Source: an optimization exercise on an open RTL-to-GDS flow (aim: small area and a short achievable clock period). Production flows keep margins and buffers that such runs may drop. Where RTL was checked, it was by simulation tests only, not by an equivalence proof against the original. Power figures rest on the tool's default switching activity, not on a simulated workload.

==> run M <==
==> flow/design.v (excerpt) <==
module fpm(
    input [32:1] a,
    input [32:1] b,
    input clk,
    input rst,
    input in_valid,
    output [32:1] c,
    output out_valid
    );
clock: 5.0 ns
lec_check: 0
cap_margin: 50
core_margin: 2
core_utilization: 60
setup_slack_margin: 2.5
slew_margin: 70
synth_hierarchical: 1
synth_minimum_keep_size: 0
tns_end_percent: 0
run.sh (not shown) runs the stock make flow with config.mk's settings and CLKGATE_MAP_FILE= SYNTH_SCRIPT=/design/flow/synth_recipe.tcl, a recipe that flattens the netlist after the stock synthesis.
==> run K: changes against run M <==
CAP_MARGIN = 20   (was 50)
CORE_UTILIZATION = 35   (was 60)
SLEW_MARGIN = 20   (was 70)
==> flow_metrics.tcl <==
set metrics [dict create \
    clock_area_share_pct 4.67 \
    taps 773 \
    reg2regPathDepth 9 \
    cp.arrival_ps 3370 \
    grt_max_degree 28 \
    use_met3_pct 6.45 \
    outcome "no timing/DRC/antenna violations" \
    multi_input_area_share_pct 54.9 \
    n_all_buffers 270 \
    antenna_cells 1 \
]
(the above is from run K)
==> flow_metrics.tcl <==
set metrics [dict create \
    outcome "no timing/DRC/antenna violations" \
    final-nonclk-buf-share_pct 10.1 \
    antenna_cells 0 \
    use_met3_pct 8.23 \
    worstReg2RegEnd "q2_s651" \
    dieWidth_um 191 \
    largest_class "multi-input gates" \
    n_all_buffers 253 \
    core_region_area_mm2 0.0345 \
    multi_input_area_share_pct 55.8 \
    nNonClkInverters 58 \
    ys_seq_elements 340 \
    clock_area_share_pct 4.44 \
]
(the above is from run M)

* * *

==> wip/delta: inputs <==
fpm, a different RTL version from the one above (not shown whole).
==> flow/config.mk <==
export PLATFORM = sky130hd
export DESIGN_NAME = fpm
export DESIGN_NICKNAME = fpm
export VERILOG_FILES = /design/flow/design.v
export SDC_FILE = /design/flow/constraint.sdc
export NUM_CORES = 4
export LEC_CHECK = 0
export CAP_MARGIN = 50
export CORE_MARGIN = 2
export CORE_UTILIZATION = 60
export SETUP_SLACK_MARGIN = 2.7
export SLEW_MARGIN = 70
export SYNTH_HIERARCHICAL = 1
export SYNTH_MINIMUM_KEEP_SIZE = 0
export TNS_END_PERCENT = 0
==> flow/constraint.sdc <==
create_clock -name core_clock -period 5.0 [get_ports {clk}]
set_input_delay 1.0000 -clock core_clock [delete_from_list [all_inputs] [get_ports {clk}]]
set_output_delay 1.0000 -clock core_clock [all_outputs]
set_load 0.01 [all_outputs]
==> inputs of wip/quartz, as changes to wip/delta <==
==> flow/flow/run.sh (new file) <==
#!/bin/bash
set -euo pipefail
export BUFFER_PORTS_ARGS="-buffer_cell sky130_fd_sc_hd__buf_2"
bash standard.sh > standard.log 2>&1
==> flow/standard.sh (new file) <==
#!/bin/bash
# synth_recipe.tcl (not shown) runs the flow's synth.tcl, then flattens the netlist and writes it again
# the make line also repeats each setting of config.mk as NAME=value (left out here)
make -C /OpenROAD-flow-scripts/flow DESIGN_CONFIG=/design/flow/config.mk WORK_HOME=/design/flow/orfs CLKGATE_MAP_FILE= SYNTH_SCRIPT=/design/flow/synth_recipe.tcl "${@:-finish}"
removed: flow/run.sh
==> summary of the runs <==
In sequential cell count, wip/delta and wip/quartz do not differ.
Register-to-register slack is about the same in wip/delta and wip/quartz.
Between wip/delta and wip/quartz, the lower final cell count is in wip/quartz (gap 1.1%, measured against wip/quartz).
Of wip/delta and wip/quartz, wip/delta has the higher core utilization (gap 1.8 points).
In synthesized cell count, wip/quartz and wip/delta do not differ.
Sequential power is about the same in wip/delta and wip/quartz.
Total power: wip/quartz is smaller than wip/delta (0.38%).

* * *

==> trial 70: inputs <==
fpm, a different RTL version from the one above (not shown whole).
Settings: LEC_CHECK=0, CAP_MARGIN=50, CORE_MARGIN=2, CORE_UTILIZATION=60, CTS_BUF_LIST=sky130_fd_sc_hd__clkbuf_8, CTS_CLUSTER_DIAMETER=50, CTS_CLUSTER_SIZE=18, SETUP_SLACK_MARGIN=2.35, SLEW_MARGIN=70, SYNTH_HIERARCHICAL=1, SYNTH_MINIMUM_KEEP_SIZE=0, TNS_END_PERCENT=0; clock period 5.0 ns.
standard.sh (not shown) runs the stock make flow with config.mk's settings and CLKGATE_MAP_FILE= SYNTH_SCRIPT=/design/flow/synth_recipe.tcl, a recipe that flattens the netlist after the stock synthesis.
==> flow/flow/run.sh <==
#!/bin/bash
set -euo pipefail
export BUFFER_PORTS_ARGS="-buffer_cell sky130_fd_sc_hd__buf_2"
bash standard.sh > standard.log 2>&1
==> inputs of build 29, as changes to trial 70 <==
--- a/flow/config.mk
+++ b/flow/config.mk
@@ -13,3 +13,3 @@
 export CTS_CLUSTER_SIZE = 18
-export SETUP_SLACK_MARGIN = 2.35
+export SETUP_SLACK_MARGIN = 2.7
 export SLEW_MARGIN = 70
==> inputs of trial 32, as changes to trial 70 <==
--- a/flow/config.mk
+++ b/flow/config.mk
@@ -13,3 +13,4 @@
 export CTS_CLUSTER_SIZE = 18
-export SETUP_SLACK_MARGIN = 2.35
+export PLACE_DENSITY = 0.75
+export SETUP_SLACK_MARGIN = 2.7
 export SLEW_MARGIN = 70
==> summary.txt <==
Trial 70 completed with no timing, DRC or antenna violations. Build 29 passed the timing, design-rule and antenna checks. Trial 32 went through all stages and came out clean. Sequential share of layout area: build 29 < trial 32 < trial 70. In trial 32 the critical path depth is higher than in build 29, by 2. Register-to-register slack: trial 32 is better than build 29 (0.07 ns). Setup slack, highest first: build 29, trial 32, trial 70. Combinational power, highest first: build 29, trial 32, trial 70. Sequential power is about the same in trial 32 and trial 70. Cell area, lowest first: trial 70, trial 32, build 29. In build 29 the wire length is higher than in trial 32, by 1.7%. Global-route usage: build 29 is higher than trial 32 (0.71 points).
No run of this note included a check of the RTL's function; only the layout flow was run.

[static timing again, ports no longer ideal]
Ports are ideal in the flow. The routed layouts listed here were re-timed in OpenROAD. Step 1 sets driving cells, clkbuf_16 on the clock port and buf_2 on the other inputs (assumed; they add their load-dependent delay and slew). Step 2 also shifts input and output timing later by t, the mid clock arrival at the registers, as if the neighbouring blocks saw the same clock. Slacks: no drivers / after step 1 / after step 2; pairs: no drivers / after step 1.
run | t, ns | setup slack, ns | worst hold slack (ns) | slew at the worst register clock pin (ns) | worst data-port slew with drivers (ns)
run M | 0.601 | 1.941 / 1.941 / 1.668 | 0.324 / 0.324 / 0.324 | 0.07 / 0.07 | 0.06
run K | 0.625 | 2.075 / 2.075 / 1.632 | 0.321 / 0.321 / 0.321 | 0.08 / 0.08 | 0.05
wip/delta | 0.621 | 2.365 / 2.286 / 1.666 | 0.324 / 0.324 / 0.324 | 0.06 / 0.06 | 0.14
wip/quartz | 0.625 | 2.376 / 2.283 / 1.658 | 0.322 / 0.322 / 0.322 | 0.07 / 0.07 | 0.21
trial 70 | 0.692 | 2.213 / 2.235 / 1.543 | 0.327 / 0.327 / 0.327 | 0.10 / 0.10 | 0.11
build 29 | 0.689 | 2.313 / 2.283 / 1.594 | 0.326 / 0.326 / 0.326 | 0.10 / 0.10 | 0.15
trial 32 | 0.681 | 2.297 / 2.197 / 1.516 | 0.330 / 0.330 / 0.330 | 0.11 / 0.11 | 0.26
After both steps every run listed still meets setup and hold. For trial 32, which loses most, drivers alone change the setup slack by -0.100 ns; drivers and shift together by -0.781 ns.
